This is an optimization exercise on Yosys and OpenROAD, whose aim is small area, not a production implementation. In this exercise RTL edits were held to simulation tests only and were not proved equivalent to the original. Power figures rest on the tool's default switching activity, not on a simulated workload.

==> job 1271: inputs <==
## trafic_light
module trafic_light(rst, clk, time_spd, add_hour, emgc_btn, LCD_RS, LCD_RW, LCD_DATA, N_C, W_C, S_C, E_C, Walk);
==> flow/config.mk <==
export PLATFORM = sky130hd
export DESIGN_NAME = trafic_light
export DESIGN_NICKNAME = trafic_light
export VERILOG_FILES = /design/flow/design.v
export SDC_FILE = /design/flow/constraint.sdc
export NUM_CORES = 4
export LEC_CHECK = 0
export CAP_MARGIN = 20
export CORE_MARGIN = 2
export CORE_UTILIZATION = 40
export CTS_BUF_LIST = sky130_fd_sc_hd__clkbuf_8
export SLEW_MARGIN = 20
==> flow/constraint.sdc <==
create_clock -name core_clock -period 10.0 [get_ports {clk}]
set_input_delay 2.0000 -clock core_clock [delete_from_list [all_inputs] [get_ports {clk}]]
set_output_delay 2.0000 -clock core_clock [all_outputs]
set_load 0.01 [all_outputs]
standard.sh (not shown) runs the stock make flow with config.mk's settings and CLKGATE_MAP_FILE= SYNTH_SCRIPT=/design/flow/synth_recipe.tcl, a recipe that flattens the netlist after the stock synthesis.
==> flow/flow/run.sh <==
#!/bin/bash
# Layout flow: the standard synthesis, its combinational logic re-mapped for
# area by ABC (flip-flops untouched; a few ABC scripts are tried, each result
# is proven equal to the standard netlist, and the smallest proven one is
# used, else the standard netlist is kept), then the standard layout with the
# smallest buffer on the ports and a clock tree without dummy loads.
set -uo pipefail
LIB=$FLOW_HOME/platforms/$FLOW_PLATFORM/lib/sky130_fd_sc_hd__tt_025C_1v80.lib
R=orfs/results/$FLOW_PLATFORM/trafic_light/base
bash standard.sh synth > 1_standard_synth.log 2>&1 || exit 1
cp $R/1_2_yosys.v std.v
for n in 1 2 3; do
  (
    mkdir -p rs$n
    sed "s#@LIB@#$LIB#g; s#@TOP@#$FLOW_TOP#g; s#@SCRIPT@#flow/abc_$n.script#g; s#@DIR@#rs$n#g" flow/resynth.ys > rs$n/resynth.ys
    sed "s#@LIB@#$LIB#g; s#@TOP@#$FLOW_TOP#g; s#@DIR@#rs$n#g" flow/equiv.ys > rs$n/equiv.ys
    timeout 900 yosys -s rs$n/resynth.ys > 2_resynth_$n.log 2>&1 &&
      timeout 900 yosys -s rs$n/equiv.ys > 3_equiv_$n.log 2>&1 &&
      grep "Chip area" rs$n/resynth_stat.log | awk '{print $NF}' > rs$n/ok
  ) &
done
wait
best=""; bestarea=""
for n in 1 2 3; do
  if [[ -s rs$n/ok ]]; then
    a=$(cat rs$n/ok)
    if [[ -z "$best" ]] || awk "BEGIN{exit !($a < $bestarea)}"; then best=$n; bestarea=$a; fi
  fi
done
if [[ -n "$best" ]]; then
  cp rs$best/resynth.v $R/1_2_yosys.v
  touch $R/1_2_yosys.v
  echo "resynthesized netlist $best used, area $bestarea" > resynth_status.log
else
  echo "standard netlist kept" > resynth_status.log
fi
bash standard.sh BUFFER_PORTS_ARGS="-buffer_cell sky130_fd_sc_hd__buf_1" \
  CTS_ARGS="-sink_clustering_enable -repair_clock_nets -dont_use_dummy_load -buf_list sky130_fd_sc_hd__clkbuf_8" \
  finish > 4_standard_finish.log 2>&1
==> flow/flow/abc_3.script <==
strash
&get -n
&dc2
&dch -f
&if -a -K 6
&mfs
&put
strash
dch -f
amap
Other scripts of this flow, unchanged in this note and not shown: flow/flow/abc_1.script, flow/flow/abc_2.script, flow/flow/equiv.ys, flow/flow/resynth.ys
==> job 8364: changes against job 1271 <==
--- a/flow/design.v
+++ b/flow/design.v
@@ -1,27 +1,26 @@
-module oneshot_universal(clk, rst, btn, btn_trig);
+module oneshot_universal(clk, clr, btn, btn_trig);
 parameter WIDTH = 1;
-input clk, rst;
+input clk, clr;
 input [WIDTH-1:0] btn;
 reg [WIDTH-1:0] btn_reg, btn_reg2;
 output reg [WIDTH-1:0] btn_trig;
-always @(negedge rst or posedge clk) begin
-    if(!rst) begin
-        btn_reg <= {WIDTH{1'b0}};
+always @(posedge clk) begin
+    btn_reg <= btn;
+    if(clr) begin
         btn_reg2 <= {WIDTH{1'b0}};
         btn_trig <= {WIDTH{1'b0}};
     end
     else begin
-        btn_reg <= btn;
         btn_reg2 <= btn_reg;
         btn_trig <= btn_reg & ~btn_reg2;
     end
 end
 endmodule
-module clock(rst, clk, time_spd, add_hour_t, hour1, hour0, min1, min0, sec1, sec0, d_or_n, d_or_n_d);
-input rst, clk;
+module clock(clr, clk, time_spd, add_hour_t, hour1, hour0, min1, min0, sec1, sec0, d_or_n, d_or_n_d);
+input clr, clk;      
 input add_hour_t;        
 input [1:0] time_spd;
 output reg [1:0] hour1;
 output reg [3:0] hour0, min0, sec0;
 output reg [2:0] min1, sec1;
 output d_or_n;           
@@ -55,23 +54,22 @@
 wire sec1_5 = sec1[2] & sec1[0];
 wire min0_9 = min0[3] & min0[0];
 wire min1_5 = min1[2] & min1[0];
 wire hour0_9 = hour0[3] & hour0[0];
 wire hour_23 = hour1[1] & (hour0 == 4'd3);
 assign d_or_n = ~(hour1[0] | hour0[3] | (hour1[1] & ~(hour0[1] & hour0[0])));
-always @(negedge rst or posedge clk) begin
-    if(!rst) begin
-        i <= 0;
+always @(posedge clk) begin
+    if(clr) begin
+        i <= 1;
         started <= 0;
         st2mo_t <= 0;
         c_m0 <= 0; mo2mt_t <= 0;
         c_m1 <= 0; mt2ho_t <= 0;
         c_h9 <= 0; ho2ht_t <= 0;
         c_h23 <= 0; ht2d_t <= 0;
         sec0 <= 0; sec1 <= 0; min0 <= 0; min1 <= 0; hour0 <= 0; hour1 <= 0;
-        d_or_n_d <= 1;
     end
     else begin
         if(wrap) begin
             i <= 0;
             started <= 1;
         end
@@ -89,24 +87,25 @@
         c_h9 <= hour_t & hour0_9;
         c_h23 <= hour_t & hour_23;
         ho2ht_t <= c_h9;
         ht2d_t <= c_h23;
         if(ht2d_t) hour1 <= 0;
         else if(ho2ht_t) hour1 <= hour1 + 1'b1;
-        d_or_n_d <= d_or_n;
     end
 end
+always @(posedge clk) d_or_n_d <= d_or_n;
 endmodule
-module LCD(rst, clk, hour1, hour0, min1, min0, sec1, sec0, d_or_n, t_state, LCD_RS, LCD_RW, LCD_DATA);
+module LCD(rst, clk, hour1, hour0, min1, min0, sec1, sec0, d_or_n, t_state, LCD_RS, LCD_RW, LCD_DATA, in_reset);
 input rst, clk, d_or_n;
 input [2:0] t_state;
 input [1:0] hour1;
 input [3:0] hour0, min0, sec0;
 input [2:0] min1, sec1;
 output reg LCD_RS, LCD_RW;
 output reg [7:0] LCD_DATA;
+output in_reset;     
 parameter P_FS = 4'd3, P_DO = 4'd4, P_EM = 4'd5, P_L1 = 4'd6, P_L2 = 4'd7,
           P_DT = 4'd14, P_CD = 4'd15;
 reg [3:0] ph;
 reg [4:0] c;
 wire last = &c;
 wire [3:0] n_ph = (ph == P_CD) ? P_L1 : ph + 1'b1;
@@ -130,16 +129,17 @@
         ph <= n_ph;
         c <= n_start;
     end
     else c <= c + 1'b1;
 end
 wire [4:0] k = c - 5'd11;    
+assign in_reset = (ph == 4'd0) && (c == 5'd8);
 always @(*) begin
     {LCD_RS, LCD_RW, LCD_DATA} = 10'b1_1_0010_0000;
     case(ph)
-        4'd0: if(c == 5'd8) {LCD_RS, LCD_RW, LCD_DATA} = 10'b1_1_0000_0000;
+        4'd0: if(in_reset) {LCD_RS, LCD_RW, LCD_DATA} = 10'b1_1_0000_0000;
         4'd1, 4'd2: ;
         P_FS: {LCD_RS, LCD_RW, LCD_DATA} = 10'b0_0_0011_1000;
         P_DO: {LCD_RS, LCD_RW, LCD_DATA} = 10'b0_0_0000_1100;
         P_EM: {LCD_RS, LCD_RW, LCD_DATA} = 10'b0_0_0000_0110;
         P_L1: begin
             {LCD_RS, LCD_RW} = 2'b10;
@@ -195,30 +195,35 @@
 output wire [7:0] LCD_DATA;
 output reg [3:0] N_C, W_C, S_C, E_C;  
 output reg [7:0] Walk;  
 parameter A = 3'd0, B = 3'd1, C = 3'd2, D = 3'd3,
           E = 3'd4, F = 3'd5, G = 3'd6, H = 3'd7;
 wire d_or_n_now, d_or_n;
+wire in_reset;
 wire add_hour_t, emgc_btn_t;
 wire [1:0] hour1;
 wire [3:0] hour0, min0, sec0;
 wire [2:0] min1, sec1;
 reg ea;
 reg [2:0] st;
 reg pflag;           
 reg night;           
 reg emgc;
 reg [4:0] hi;        
-reg [8:0] lo;
+reg [8:0] lo;        
 reg [9:0] emgc_cnt;
-oneshot_universal #(.WIDTH(2)) u1(clk, rst, {add_hour, emgc_btn}, {add_hour_t, emgc_btn_t});
-clock c1(rst, clk, time_spd, add_hour_t, hour1, hour0, min1, min0, sec1, sec0, d_or_n_now, d_or_n);
-LCD l1(rst, clk, hour1, hour0, min1, min0, sec1, sec0, d_or_n, ea ? A : st, LCD_RS, LCD_RW, LCD_DATA);
+localparam [8:0] LO_499 = 9'b000100001;
+localparam [9:0] EC_1000 = 10'b0101100100;
+wire [8:0] lo_inc = {lo[7:0], ~(lo[8] ^ lo[4])};
+wire [9:0] ec_inc = {emgc_cnt[8:0], ~(emgc_cnt[9] ^ emgc_cnt[6])};
+oneshot_universal #(.WIDTH(2)) u1(clk, in_reset, {add_hour, emgc_btn}, {add_hour_t, emgc_btn_t});
+clock c1(in_reset, clk, time_spd, add_hour_t, hour1, hour0, min1, min0, sec1, sec0, d_or_n_now, d_or_n);
+LCD l1(rst, clk, hour1, hour0, min1, min0, sec1, sec0, d_or_n, ea ? A : st, LCD_RS, LCD_RW, LCD_DATA, in_reset);
 wire frozen = ~ea & (night ? (st == D || st == F || st == G) : (st == B || st == C || st == H));
-wire lo_end = (lo == 9'd499);
-wire ec_end = (emgc_cnt == 10'd1000);
+wire lo_end = (lo == LO_499);
+wire ec_end = (emgc_cnt == EC_1000);
 wire t_end = ea ? (hi == 5'd30) : night ? (hi == 5'd20) : (hi == 5'd10);
 reg [2:0] nxt;
 always @(*) begin
     if(night) begin
         case(st)
             A: nxt = ~d_or_n ? A : pflag ? C : E;
@@ -234,21 +239,21 @@
             D: nxt = F;
             E: nxt = pflag ? G : A;
             default: nxt = E;        
         endcase
     end
 end
-always @(posedge clk or negedge rst) begin
-    if(!rst) begin
+always @(posedge clk) begin
+    if(in_reset) begin
         ea <= 0;
         st <= B;
         pflag <= 0;
         night <= 1;
         emgc <= 0;
-        hi <= 5'd31;
-        lo <= 9'd499;
+        hi <= 0;
+        lo <= 0;
         emgc_cnt <= 0;
     end
     else if(emgc_btn_t) emgc <= ~emgc;
     else if(ea) begin
         if(t_end) begin
             ea <= 0;
@@ -256,13 +261,13 @@
             pflag <= (st == B || st == F);
             night <= d_or_n;
             emgc <= 0;
             hi <= 0; lo <= 0;
         end
         else begin
-            lo <= lo_end ? 9'd0 : lo + 1'b1;
+            lo <= lo_end ? 9'd0 : lo_inc;
             hi <= hi + lo_end;
         end
     end
     else if(~frozen) begin
         if(t_end | (emgc & ec_end)) begin
             if(emgc) begin
@@ -272,15 +277,15 @@
             else st <= nxt;
             pflag <= (st == B || st == F);
             night <= d_or_n;
             hi <= 0; lo <= 0;
         end
         else begin
-            lo <= lo_end ? 9'd0 : lo + 1'b1;
+            lo <= lo_end ? 9'd0 : lo_inc;
             hi <= hi + lo_end;
-            if(emgc) emgc_cnt <= emgc_cnt + 1'b1;
+            if(emgc) emgc_cnt <= ec_inc;
         end
     end
 end
 reg ly, lf;
 always @(*) begin
     ly = 0; lf = 0;
@@ -314,13 +319,13 @@
         D: begin veh = 16'b1000_0001_1000_0001; walk = 8'b10_10_10_10; end
         E: begin veh = 16'b0001_0100_0001_0100; walk = 8'b01_10_01_10; end
         F: begin veh = 16'b0001_1100_0001_0001; walk = 8'b01_10_10_10; end
         G: begin veh = 16'b0001_0001_0001_1100; walk = 8'b10_10_01_10; end
         default: begin veh = 16'b0001_1000_0001_1000; walk = 8'b10_10_10_10; end
     endcase
-    if(&hi) {N_C, W_C, S_C, E_C, Walk} = 24'hffffff;    
+    if(in_reset) {N_C, W_C, S_C, E_C, Walk} = 24'hffffff;
     else begin
         {N_C, W_C, S_C, E_C} = ly ? 16'b0010_0010_0010_0010 : veh;
         Walk = lf ? (walk & 8'b10_10_10_10) : walk;
     end
 end
 endmodule
==> flow/flow/abc_3.script (replaced) <==
strash
&get -n
&deepsyn -T 30 -S 3
&put
dch -f
amap
==> tab_implementation.tex <==
\begin{tabular}{lr}
\hline
Metric & Value \\
\hline
\multicolumn{2}{l}{\textbf{Setup path}} \\
Critical Path Max Stage Delay & between 0.5 and 0.6 ns \\
Critical Path Sink & S\_C[2] \\
Slack of the worst reg-to-reg path & $\sim$6.5 ns \\
\multicolumn{2}{l}{\textbf{Run status}} \\
Outcome & no timing/DRC/antenna violations \\
\multicolumn{2}{l}{\textbf{GRT}} \\
Total GRT Usage & 18.6\% \\
Routing usage on met3 & 2.85\% \\
\multicolumn{2}{l}{\textbf{Timing}} \\
Peak clock frequency supported by timing & 0.196 GHz \\
Final worst path period share & a little over 50\% \\
Transition time at the pin with the least slew margin & 0.891 ns \\
\multicolumn{2}{l}{\textbf{Yosys}} \\
Synth Net Count & between 500 and 600 \\
\multicolumn{2}{l}{\textbf{Power and ir drop}} \\
Sequential share of power & between 50\% and 60\% \\
\multicolumn{2}{l}{\textbf{Detailed routing}} \\
Metal2 WL & $\sim$4600 um \\
Routed vias & roughly 4000 \\
\multicolumn{2}{l}{\textbf{Cells and area}} \\
Multi-input gate area in the final layout & 1960 sq um \\
Number of standard cells in the layout, taps in and fillers out & 740 \\
\multicolumn{2}{l}{\textbf{Placed design}} \\
Placer congestion estimate & approximately 0.94 \\
Pre-CTS setup slack & roughly 5.3 ns \\
\hline
\end{tabular}
the above is filed under job 1271

==> tab_implementation.tex <==
\begin{tabular}{lr}
\hline
Metric & Value \\
\hline
\multicolumn{2}{l}{\textbf{Run status}} \\
Outcome & no timing/DRC/antenna violations \\
\multicolumn{2}{l}{\textbf{GRT}} \\
Routing usage on met3 & between 4 and 5\% \\
Total GRT Usage & approximately 20\% \\
\multicolumn{2}{l}{\textbf{Power and ir drop}} \\
Sequential share of power & between 40\% and 50\% \\
Gate power share & 37.4\% \\
\multicolumn{2}{l}{\textbf{Placed design}} \\
Placer congestion estimate & approximately 0.98 \\
Pre-CTS setup slack & 4.94 ns \\
\multicolumn{2}{l}{\textbf{Timing}} \\
Transition time at the pin with the least slew margin & 1.05 ns \\
Final worst path period share & a little over half \\
\multicolumn{2}{l}{\textbf{Setup path}} \\
Critical Path Sink & S\_C[0] \\
Critical Path Max Stage Delay & 0.49 ns \\
Slack of the worst reg-to-reg path & about 6.6 ns \\
\multicolumn{2}{l}{\textbf{Detailed routing}} \\
Metal2 WL & around 4600 um \\
\multicolumn{2}{l}{\textbf{Cells and area}} \\
Number of standard cells in the layout, taps in and fillers out & around 730 \\
\multicolumn{2}{l}{\textbf{Yosys}} \\
Synth Net Count & $\sim$560 \\
\hline
\end{tabular}
the above is filed under job 8364

==> separate check: timing with driven ports <==
Ports are ideal in the flow. The routed layouts listed here were re-timed in OpenROAD. Step 1: set_driving_cell puts a clkbuf_16 on clk and a buf_2 on each other input, an assumption about the parent block. Step 2 moves the port delays by t, midway between the first and last clock arrival at a register: inputs arrive t later, outputs are due t later. That takes back most of the time a late clock gives input paths. Slacks: ideal ports / drivers / drivers and shift; pairs: ideal ports / drivers.
| run | shift t [ns] | setup slack, ns | worst hold slack (ns) | worst setup path at the end | worst data-port slew with drivers (ns) |
|---|---|---|---|---|---|
| job 1271 | 0.377 | 4.893 / 4.861 / 5.237 | 0.352 / 0.352 / 0.352 | register to output | 0.03 |
| job 8364 | 0.382 | 4.506 / 4.474 / 4.855 | 0.391 / 0.391 / 0.391 | register to output | 0.03 |
After both steps every run listed still meets setup and hold.
